Context: an optimization exercise on an open-source flow, tuned for small area. The choices shown serve that exercise and are no tape-out recipe.
In this exercise RTL edits were held to simulation tests only and were not proved equivalent to the original.
The clock port is modelled as an ideal driver, which makes a skipped or thinned clock tree look cheaper than it is; a real chip needs a root buffer or a tree.
No activity file was given, so power comes from the tool's default toggle rates.

## north
==> flow/design.v <==
`timescale 1ns / 1ps
module ExtendedHammingDecoder(
    input wire clk,
    input wire reset,
    input wire serial_in,
    output wire [63:0] data_out,
    output reg error_detected,
    output reg error_corrected,
    output reg frequent_errors
);
    reg [71:0] sr;
    always @(posedge clk) sr <= {sr[70:0], serial_in};
    reg [6:0] fc;
    wire [15:0] fb_tab = 16'ha857;
    wire fb = fb_tab[{fc[6], fc[5], fc[3], fc[1]}];
    wire dec = fc[6] & ~fc[5] & ~fc[3] & ~fc[1] & ~fc[0];
    always @(posedge clk or posedge reset)
        if (reset) fc <= 7'd0;
        else fc <= {fc[5:0], fb};
    wire [6:0] c = sr[6:0];
    wire [5:0] f = {c[6], c[4], c[1], c[5] ^ c[3], c[3] ^ c[2], c[2] ^ c[0]};
    wire [6:0] s;
    assign s[0] = f[0] ^ f[4] ^ f[5];
    assign s[1] = f[1] ^ f[2] ^ f[3] ^ f[5];
    assign s[2] = f[2] ^ f[4] ^ f[5];
    assign s[3] = f[0] ^ f[2] ^ f[3] ^ f[4] ^ f[5];
    assign s[4] = f[0] ^ f[1] ^ f[3] ^ f[4] ^ f[5];
    assign s[5] = f[0] ^ f[2] ^ f[5];
    assign s[6] = f[1] ^ f[5];
    wire nz = |f;                                     
    wire inrange = ~s[6] | ~(s[5] | s[4] | s[3]);    
    wire [7:0] pa, pb;
    genvar g;
    generate
        for (g = 0; g < 8; g = g + 1) begin : pd
            assign pa[g] = (f[5:3] == g);
            assign pb[g] = (f[2:0] == g);
        end
    endgenerate
    wire [63:0] hit;
    assign hit[0] = pa[6] & pb[3];    
    assign hit[1] = pa[2] & pb[5];    
    assign hit[2] = 1'b0;
    assign hit[3] = 1'b0;
    assign hit[4] = pa[1] & pb[5];    
    assign hit[5] = pa[5] & pb[3];    
    assign hit[6] = 1'b0;
    assign hit[7] = pa[3] & pb[5];    
    assign hit[8] = 1'b0;
    assign hit[9] = 1'b0;
    assign hit[10] = pa[7] & pb[3];    
    assign hit[11] = pa[4] & pb[3];    
    assign hit[12] = 1'b0;
    assign hit[13] = 1'b0;
    assign hit[14] = pa[0] & pb[5];    
    assign hit[15] = 1'b0;
    assign hit[16] = pa[5] & pb[6];    
    assign hit[17] = pa[1] & pb[0];    
    assign hit[18] = 1'b0;
    assign hit[19] = 1'b0;
    assign hit[20] = pa[2] & pb[0];    
    assign hit[21] = pa[6] & pb[6];    
    assign hit[22] = 1'b0;
    assign hit[23] = pa[5] & pb[7];    
    assign hit[24] = 1'b0;
    assign hit[25] = 1'b0;
    assign hit[26] = pa[1] & pb[1];    
    assign hit[27] = pa[2] & pb[1];    
    assign hit[28] = 1'b0;
    assign hit[29] = 1'b0;
    assign hit[30] = pa[6] & pb[7];    
    assign hit[31] = 1'b0;
    assign hit[32] = pa[3] & pb[4];    
    assign hit[33] = pa[7] & pb[2];    
    assign hit[34] = 1'b0;
    assign hit[35] = 1'b0;
    assign hit[36] = pa[4] & pb[2];    
    assign hit[37] = pa[0] & pb[4];    
    assign hit[38] = 1'b0;
    assign hit[39] = pa[6] & pb[2];    
    assign hit[40] = 1'b0;
    assign hit[41] = 1'b0;
    assign hit[42] = pa[2] & pb[4];    
    assign hit[43] = pa[1] & pb[4];    
    assign hit[44] = 1'b0;
    assign hit[45] = 1'b0;
    assign hit[46] = pa[5] & pb[2];    
    assign hit[47] = 1'b0;
    assign hit[48] = pa[0] & pb[1];    
    assign hit[49] = pa[4] & pb[7];    
    assign hit[50] = 1'b0;
    assign hit[51] = 1'b0;
    assign hit[52] = pa[7] & pb[7];    
    assign hit[53] = pa[3] & pb[1];    
    assign hit[54] = 1'b0;
    assign hit[55] = 1'b0;
    assign hit[56] = pa[7] & pb[1];    
    assign hit[57] = pa[3] & pb[7];    
    assign hit[58] = 1'b0;
    assign hit[59] = 1'b0;
    assign hit[60] = pa[0] & pb[7];    
    assign hit[61] = pa[4] & pb[1];    
    assign hit[62] = 1'b0;
    assign hit[63] = 1'b0;
    wire dn = ~(fc[6] & ~fc[5] & ~fc[3] & ~fc[2] & ~fc[1]);
    reg [63:0] dq;
    reg valid;
    assign data_out = ~dq & {64{valid}};
    always @(posedge clk)
        dq <= ~(({64{dec}} & (sr[71:8] ^ hit)) | ({64{dn}} & data_out));
    reg [6:0] ch, nh;
    wire dv = dec & valid;
    always @(posedge clk) begin
        ch <= ({7{dv}} & {ch[5:0], error_corrected}) | ({7{dn}} & ch);
        nh <= ({7{dv}} & {nh[5:0], error_detected & ~error_corrected}) | ({7{dn}} & nh);
    end
    function ge4(input [6:0] x);
        reg a1, a0, b1, b0, m;
        begin
            {a1, a0} = x[0] + x[1] + x[2];
            {b1, b0} = x[3] + x[4] + x[5];
            m = (a0 & b0) | (a0 & x[6]) | (b0 & x[6]);
            ge4 = (a1 & b1) | (a1 & m) | (b1 & m);
        end
    endfunction
    function ge3(input [6:0] x);
        reg a1, a0, b1, b0;
        begin
            {a1, a0} = x[0] + x[1] + x[2];
            {b1, b0} = x[3] + x[4] + x[5];
            ge3 = (a1 & b1) | ((a1 | b1) & (a0 | b0 | x[6])) | (a0 & b0 & x[6]);
        end
    endfunction
    always @(posedge clk or posedge reset)
        if (reset) begin
            valid <= 1'b0;
            error_detected <= 1'b0;
            error_corrected <= 1'b0;
            frequent_errors <= 1'b0;
        end else if (dec) begin
            valid <= 1'b1;
            error_detected <= nz;
            error_corrected <= nz & inrange;
            frequent_errors <= valid & (ge4(ch) | ge3(nh));
        end
endmodule
Settings: LEC_CHECK=0, ABC_AREA=1, CAP_MARGIN=0, CORE_MARGIN=2, CORE_UTILIZATION=40, SLEW_MARGIN=0; clock period 5.5 ns.
standard.sh (not shown) runs the stock make flow with config.mk's settings and CLKGATE_MAP_FILE= SYNTH_SCRIPT=/design/flow/synth_recipe.tcl, a recipe that flattens the netlist after the stock synthesis.
==> flow/flow/run.sh <==
#!/bin/bash
# Own layout flow: the standard flow (standard.sh) run on a patched copy of
# the ORFS scripts, with changes that only affect how the layout is built:
#  * synthesis maps logic with an area-oriented ABC script (flow/abc_area.script:
#    choices, then area mapping) instead of ORFS's delay-oriented one;
#    registers are untouched;
#  * port buffers use the smallest buffer (buf_1);
#  * the clock tree is built by flow/manual_cts.tcl in place of
#    clock_tree_synthesis: a few leaf buffers, each driving one equal-size
#    group of neighbouring registers (all registers sit at the same depth).
# Each step's full output goes to its own log file in this folder.
set -euo pipefail
W=$(pwd)
S="$W/scripts_mod"
rm -rf "$S"
cp -r "$FLOW_HOME/scripts" "$S"
cp "$W/flow/abc_area.script" "$S/abc_area.script"
cp "$W/flow/manual_cts.tcl" "$S/manual_cts.tcl"
sed -i 's|^log_cmd clock_tree_synthesis {\*}\$cts_args$|source $::env(SCRIPTS_DIR)/manual_cts.tcl|' "$S/cts.tcl"
grep -q manual_cts.tcl "$S/cts.tcl"
export ABC_AREA=1
export BUFFER_PORTS_ARGS="-buffer_cell sky130_fd_sc_hd__buf_1"
export MCTS_CLOCK_NET=clk
export MCTS_DEPTH=${MCTS_DEPTH:-3}
export MCTS_LEAF_MASTER=${MCTS_LEAF_MASTER:-sky130_fd_sc_hd__clkbuf_8}
export MCTS_ROOT_MASTER=${MCTS_ROOT_MASTER:-sky130_fd_sc_hd__clkbuf_4}
bash standard.sh SCRIPTS_DIR="$S" synth > "$W/synth.log" 2>&1
bash standard.sh SCRIPTS_DIR="$S" > "$W/layout.log" 2>&1
Other scripts of this flow, unchanged in this note and not shown: flow/flow/abc_area.script, flow/flow/manual_cts.tcl
### north -> south
-- flow/design.v --
<<< north, line 109
    always @(posedge clk)
        dq <= ~(({64{dec}} & (sr[71:8] ^ hit)) | ({64{dn}} & data_out));
    reg [6:0] ch, nh;
    wire dv = dec & valid;
    always @(posedge clk) begin
        ch <= ({7{dv}} & {ch[5:0], error_corrected}) | ({7{dn}} & ch);
        nh <= ({7{dv}} & {nh[5:0], error_detected & ~error_corrected}) | ({7{dn}} & nh);
    end
    function ge4(input [6:0] x);
>>> south, line 109
    always @(posedge clk)
        dq <= ~(({64{dec}} & (sr[71:8] ^ hit)) | ({64{dn}} & data_out));
    reg [4:0] ch, nh;
    reg fe_next2, fe_next;
    wire dv = dec & valid;
    wire nc = error_detected & ~error_corrected;
    wire ec_new = nz & inrange;
    wire nc_new = nz & ~inrange;
    always @(posedge clk) begin
        ch <= ({5{dv}} & {ch[3:0], error_corrected}) | ({5{dn}} & ch);
        nh <= ({5{dv}} & {nh[3:0], nc}) | ({5{dn}} & nh);
        fe_next2 <= (dv & (ge4({ch, error_corrected, ec_new}) | ge3({nh, nc, nc_new}))) | (dn & fe_next2);
        fe_next <= (dv & fe_next2) | (dn & fe_next);
    end
    function ge4(input [6:0] x);
<<< north, line 141
            valid <= 1'b1;
            error_detected <= nz;
            error_corrected <= nz & inrange;
            frequent_errors <= valid & (ge4(ch) | ge3(nh));
        end
endmodule
>>> south, line 147
            valid <= 1'b1;
            error_detected <= nz;
            error_corrected <= ec_new;
            frequent_errors <= valid & fe_next;
        end
endmodule
### Flow results
south ended with every stage complete and zero timing, DRC or antenna violations. The setup slack of south is smaller than that of north. Run comparison: south launch point of the critical path sr[3]; north launch point of the critical path valid. Delta(final critical-path share of the clock period, south - north) > 0. north has a lower share of cell area taken by multi-input logic gates than south. Min maximum net fanout on the critical path across south and north: south. The switching power as a share of total power in south sits 0.23 points above the value recorded for north. south reports a higher relative contribution of combinational cells to total power than north does.
In every run of this note, the design's own scripts or RTL, not TritonCTS, make the clock network.

alpha:
Starts from the design.v that is shown in full above.
Settings: LEC_CHECK=0, ABC_AREA=1, CAP_MARGIN=20, CORE_MARGIN=2, CORE_UTILIZATION=40, SLEW_MARGIN=20; clock period 5.5 ns.
Scripts as last shown in full above: flow/flow/run.sh
Other scripts of this flow, unchanged in this note and not shown: flow/flow/abc_area.script, flow/flow/manual_cts.tcl
alpha completed every stage of the flow, and the final layout passed the timing, design-rule and antenna checks.
The following lists how beta was set up differently from alpha:
--- a/flow/design.v
+++ b/flow/design.v
@@ -5,22 +5,22 @@
     input wire serial_in,
     output wire [63:0] data_out,
     output reg error_detected,
     output reg error_corrected,
     output reg frequent_errors
 );
-    reg [71:0] sr;
-    always @(posedge clk) sr <= {sr[70:0], serial_in};
+    reg [71:0] srn;
+    always @(posedge clk) srn <= {srn[70:0], ~serial_in};
     reg [6:0] fc;
     wire [15:0] fb_tab = 16'ha857;
     wire fb = fb_tab[{fc[6], fc[5], fc[3], fc[1]}];
     wire dec = fc[6] & ~fc[5] & ~fc[3] & ~fc[1] & ~fc[0];
     always @(posedge clk or posedge reset)
         if (reset) fc <= 7'd0;
         else fc <= {fc[5:0], fb};
-    wire [6:0] c = sr[6:0];
+    wire [6:0] c = ~srn[6:0];
     wire [5:0] f = {c[6], c[4], c[1], c[5] ^ c[3], c[3] ^ c[2], c[2] ^ c[0]};
     wire [6:0] s;
     assign s[0] = f[0] ^ f[4] ^ f[5];
     assign s[1] = f[1] ^ f[2] ^ f[3] ^ f[5];
     assign s[2] = f[2] ^ f[4] ^ f[5];
     assign s[3] = f[0] ^ f[2] ^ f[3] ^ f[4] ^ f[5];
@@ -104,13 +104,13 @@
     assign hit[63] = 1'b0;
     wire dn = ~(fc[6] & ~fc[5] & ~fc[3] & ~fc[2] & ~fc[1]);
     reg [63:0] dq;
     reg valid;
     assign data_out = ~dq & {64{valid}};
     always @(posedge clk)
-        dq <= ~(({64{dec}} & (sr[71:8] ^ hit)) | ({64{dn}} & data_out));
+        dq <= ({64{dec}} & (srn[71:8] ^ hit)) | ({64{dn}} & dq);
     reg [6:0] ch, nh;
     wire dv = dec & valid;
     always @(posedge clk) begin
         ch <= ({7{dv}} & {ch[5:0], error_corrected}) | ({7{dn}} & ch);
         nh <= ({7{dv}} & {nh[5:0], error_detected & ~error_corrected}) | ({7{dn}} & nh);
     end
Findings:
The flow did not stop early for beta: all stages ran, and the layout cleared the timing, design-rule and antenna checks. Relative to alpha, beta degrades total via count in the routed design. Compared with alpha, in beta detail-routed via count per cell went down 2.7%; final cell count went up about 3.5%; placer's final routability congestion estimate went down 6.3%; total power after layout held; placed wire-length estimate after detailed placement went up 24 microns. Power share of the clock group is lower on alpha. For beta, the destination of the critical timing path was data_out[47], unlike alpha, where it was dq[41].
In every run of this note, the design's own scripts or RTL, not TritonCTS, make the clock network.

ExtendedHammingDecoder, a different RTL version from the one above (not shown whole).
For scale: ~480 cells after synthesis, roughly 70 I/O pins, roughly 4900 um^2 of cells after synthesis.
==> module ExtendedHammingDecoder, before the edit <==
module ExtendedHammingDecoder(
    input wire clk,
    input wire reset,
    input wire serial_in,
    output wire [63:0] data_out,
    output reg error_detected,
    output reg error_corrected,
    output reg frequent_errors
);
    reg [71:0] sr;
    always @(posedge clk) sr <= {sr[70:0], serial_in};
    reg [6:0] fc;
    wire [15:0] fb_tab = 16'ha857;
    wire fb = fb_tab[{fc[6], fc[5], fc[3], fc[1]}];
    wire dec = fc[6] & ~fc[5] & ~fc[3] & ~fc[1] & ~fc[0];
    always @(posedge clk or posedge reset)
        if (reset) fc <= 7'd0;
        else fc <= {fc[5:0], fb};
    wire [6:0] c = sr[6:0];
    wire [5:0] f = {c[6], c[4], c[1], c[5] ^ c[3], c[3] ^ c[2], c[2] ^ c[0]};
    wire [6:0] s;
    assign s[0] = f[0] ^ f[4] ^ f[5];
    assign s[1] = f[1] ^ f[2] ^ f[3] ^ f[5];
    assign s[2] = f[2] ^ f[4] ^ f[5];
    assign s[3] = f[0] ^ f[2] ^ f[3] ^ f[4] ^ f[5];
    assign s[4] = f[0] ^ f[1] ^ f[3] ^ f[4] ^ f[5];
    assign s[5] = f[0] ^ f[2] ^ f[5];
    assign s[6] = f[1] ^ f[5];
    wire nz = |f;                                     
    wire inrange = ~s[6] | ~(s[5] | s[4] | s[3]);    
    wire [7:0] pa, pb;
    genvar g;
    generate
        for (g = 0; g < 8; g = g + 1) begin : pd
            assign pa[g] = (f[5:3] == g);
            assign pb[g] = (f[2:0] == g);
        end
    endgenerate
    wire [63:0] hit;
    assign hit[0] = pa[6] & pb[3];    
    assign hit[1] = pa[2] & pb[5];    
    assign hit[2] = 1'b0;
    assign hit[3] = 1'b0;
    assign hit[4] = pa[1] & pb[5];    
    assign hit[5] = pa[5] & pb[3];    
    assign hit[6] = 1'b0;
    assign hit[7] = pa[3] & pb[5];    
    assign hit[8] = 1'b0;
    assign hit[9] = 1'b0;
    assign hit[10] = pa[7] & pb[3];    
    assign hit[11] = pa[4] & pb[3];    
    assign hit[12] = 1'b0;
    assign hit[13] = 1'b0;
    assign hit[14] = pa[0] & pb[5];    
    assign hit[15] = 1'b0;
    assign hit[16] = pa[5] & pb[6];    
    assign hit[17] = pa[1] & pb[0];    
    assign hit[18] = 1'b0;
    assign hit[19] = 1'b0;
    assign hit[20] = pa[2] & pb[0];    
    assign hit[21] = pa[6] & pb[6];    
    assign hit[22] = 1'b0;
    assign hit[23] = pa[5] & pb[7];    
    assign hit[24] = 1'b0;
    assign hit[25] = 1'b0;
    assign hit[26] = pa[1] & pb[1];    
    assign hit[27] = pa[2] & pb[1];    
    assign hit[28] = 1'b0;
    assign hit[29] = 1'b0;
    assign hit[30] = pa[6] & pb[7];    
    assign hit[31] = 1'b0;
    assign hit[32] = pa[3] & pb[4];    
    assign hit[33] = pa[7] & pb[2];    
    assign hit[34] = 1'b0;
    assign hit[35] = 1'b0;
    assign hit[36] = pa[4] & pb[2];    
    assign hit[37] = pa[0] & pb[4];    
    assign hit[38] = 1'b0;
    assign hit[39] = pa[6] & pb[2];    
    assign hit[40] = 1'b0;
    assign hit[41] = 1'b0;
    assign hit[42] = pa[2] & pb[4];    
    assign hit[43] = pa[1] & pb[4];    
    assign hit[44] = 1'b0;
    assign hit[45] = 1'b0;
    assign hit[46] = pa[5] & pb[2];    
    assign hit[47] = 1'b0;
    assign hit[48] = pa[0] & pb[1];    
    assign hit[49] = pa[4] & pb[7];    
    assign hit[50] = 1'b0;
    assign hit[51] = 1'b0;
    assign hit[52] = pa[7] & pb[7];    
    assign hit[53] = pa[3] & pb[1];    
    assign hit[54] = 1'b0;
    assign hit[55] = 1'b0;
    assign hit[56] = pa[7] & pb[1];    
    assign hit[57] = pa[3] & pb[7];    
    assign hit[58] = 1'b0;
    assign hit[59] = 1'b0;
    assign hit[60] = pa[0] & pb[7];    
    assign hit[61] = pa[4] & pb[1];    
    assign hit[62] = 1'b0;
    assign hit[63] = 1'b0;
    wire dn = ~(fc[6] & ~fc[5] & ~fc[3] & ~fc[2] & ~fc[1]);
    reg [63:0] dq;
    reg valid;
    assign data_out = ~dq & {64{valid}};
    always @(posedge clk)
        dq <= ~(({64{dec}} & (sr[71:8] ^ hit)) | ({64{dn}} & data_out));
    reg [5:0] ch, nh;
    reg fe_next;
    wire dv = dec & valid;
    wire nc = error_detected & ~error_corrected;
    always @(posedge clk) begin
        ch <= ({6{dv}} & {ch[4:0], error_corrected}) | ({6{dn}} & ch);
        nh <= ({6{dv}} & {nh[4:0], nc}) | ({6{dn}} & nh);
        fe_next <= (dv & (ge4({ch, error_corrected}) | ge3({nh, nc}))) | (dn & fe_next);
    end
    function ge4(input [6:0] x);
        reg a1, a0, b1, b0, m;
        begin
            {a1, a0} = x[0] + x[1] + x[2];
            {b1, b0} = x[3] + x[4] + x[5];
            m = (a0 & b0) | (a0 & x[6]) | (b0 & x[6]);
            ge4 = (a1 & b1) | (a1 & m) | (b1 & m);
        end
    endfunction
    function ge3(input [6:0] x);
        reg a1, a0, b1, b0;
        begin
            {a1, a0} = x[0] + x[1] + x[2];
            {b1, b0} = x[3] + x[4] + x[5];
            ge3 = (a1 & b1) | ((a1 | b1) & (a0 | b0 | x[6])) | (a0 & b0 & x[6]);
        end
    endfunction
    always @(posedge clk or posedge reset)
        if (reset) begin
            valid <= 1'b0;
            error_detected <= 1'b0;
            error_corrected <= 1'b0;
            frequent_errors <= 1'b0;
        end else if (dec) begin
            valid <= 1'b1;
            error_detected <= nz;
            error_corrected <= nz & inrange;
            frequent_errors <= valid & fe_next;
        end
endmodule
Settings: LEC_CHECK=0, ABC_AREA=1, CAP_MARGIN=0, CORE_MARGIN=2, CORE_UTILIZATION=40, SLEW_MARGIN=0; clock period 5.5 ns.
Scripts as last shown in full above: flow/flow/run.sh
Other scripts of this flow, unchanged in this note and not shown: flow/flow/abc_area.script, flow/flow/manual_cts.tcl
Change:
--- a/flow/design.v
+++ b/flow/design.v
@@ -4,9 +4,9 @@
     input wire reset,
     input wire serial_in,
     output wire [63:0] data_out,
-    output reg error_detected,
-    output reg error_corrected,
-    output reg frequent_errors
+    output wire error_detected,
+    output wire error_corrected,
+    output wire frequent_errors
 );
     reg [71:0] sr;
     always @(posedge clk) sr <= {sr[70:0], serial_in};
@@ -108,14 +108,11 @@
     assign data_out = ~dq & {64{valid}};
     always @(posedge clk)
         dq <= ~(({64{dec}} & (sr[71:8] ^ hit)) | ({64{dn}} & data_out));
-    reg [5:0] ch, nh;
-    reg fe_next;
+    reg [6:0] ch, nh;
     wire dv = dec & valid;
-    wire nc = error_detected & ~error_corrected;
     always @(posedge clk) begin
-        ch <= ({6{dv}} & {ch[4:0], error_corrected}) | ({6{dn}} & ch);
-        nh <= ({6{dv}} & {nh[4:0], nc}) | ({6{dn}} & nh);
-        fe_next <= (dv & (ge4({ch, error_corrected}) | ge3({nh, nc}))) | (dn & fe_next);
+        ch <= ({7{dv}} & {ch[5:0], error_corrected}) | ({7{dn}} & ch);
+        nh <= ({7{dv}} & {nh[5:0], error_detected & ~error_corrected}) | ({7{dn}} & nh);
     end
     function ge4(input [6:0] x);
         reg a1, a0, b1, b0, m;
@@ -134,16 +131,16 @@
             ge3 = (a1 & b1) | ((a1 | b1) & (a0 | b0 | x[6])) | (a0 & b0 & x[6]);
         end
     endfunction
+    reg edn, ecn, fen;
+    assign error_detected = ~edn & valid;
+    assign error_corrected = ~ecn & valid;
+    assign frequent_errors = ~fen & valid;
+    always @(posedge clk) begin
+        edn <= ~((dec & nz) | (dn & error_detected));
+        ecn <= ~((dec & nz & inrange) | (dn & error_corrected));
+        fen <= ~((dec & valid & (ge4(ch) | ge3(nh))) | (dn & frequent_errors));
+    end
     always @(posedge clk or posedge reset)
-        if (reset) begin
-            valid <= 1'b0;
-            error_detected <= 1'b0;
-            error_corrected <= 1'b0;
-            frequent_errors <= 1'b0;
-        end else if (dec) begin
-            valid <= 1'b1;
-            error_detected <= nz;
-            error_corrected <= nz & inrange;
-            frequent_errors <= valid & fe_next;
-        end
+        if (reset) valid <= 1'b0;
+        else if (dec) valid <= 1'b1;
 endmodule
Power barely changes.
Final area rises slightly.
Wire length falls slightly.
Die area rises slightly.
Synthesized cell count rises slightly.
First-iteration DRC count rises by a few percent.
Via count rises slightly.
Core utilization barely changes.
Worst setup slack barely changes.
Register-to-register slack gets worse by 0.26 ns.
Clock skew barely changes.
Clock power falls slightly.
Sequential share of layout area falls by 0.18 points.
Maximum frequency hardly moves.
No run of this note takes its clock network from TritonCTS; it comes from the design's own scripts or RTL.

separate check: timing with driven ports:
Ports are ideal in the flow. The routed layouts listed here were re-timed in OpenROAD.
Step 1 (the two cells are an assumption about what drives the block):
set clk [get_ports {clk}]
set_driving_cell -lib_cell sky130_fd_sc_hd__clkbuf_16 $clk
set_driving_cell -lib_cell sky130_fd_sc_hd__buf_2 [delete_from_list [all_inputs] $clk]
Step 2 times the ports against the registers' clock, not the clock port: input delays grow and output delays shrink by t, the midpoint of the rising clock arrivals with the driver on.
Slacks: ideal / step 1 / step 2; pairs: ideal / step 1.
| run | t, ns | slack for setup (ns) | worst setup path after step 2 | worst data-port slew with drivers (ns) |
|---|---|---|---|---|
| north | 0.498 | 2.225 / 2.197 / 2.639 | register to register | 0.03 |
| south | 0.508 | 1.912 / 1.912 / 1.912 | register to register | 0.03 |
| alpha | 0.505 | 2.199 / 2.199 / 2.199 | register to register | 0.03 |
| beta | 0.519 | 2.272 / 2.235 / 2.754 | register to output | 0.03 |
| the first run of note 3 | 0.510 | 2.204 / 2.176 / 2.687 | register to output | 0.03 |
| the second run of note 3 | 0.507 | 2.204 / 2.173 / 2.431 | register to register | 0.03 |
After both steps setup and hold are still met in every run listed.
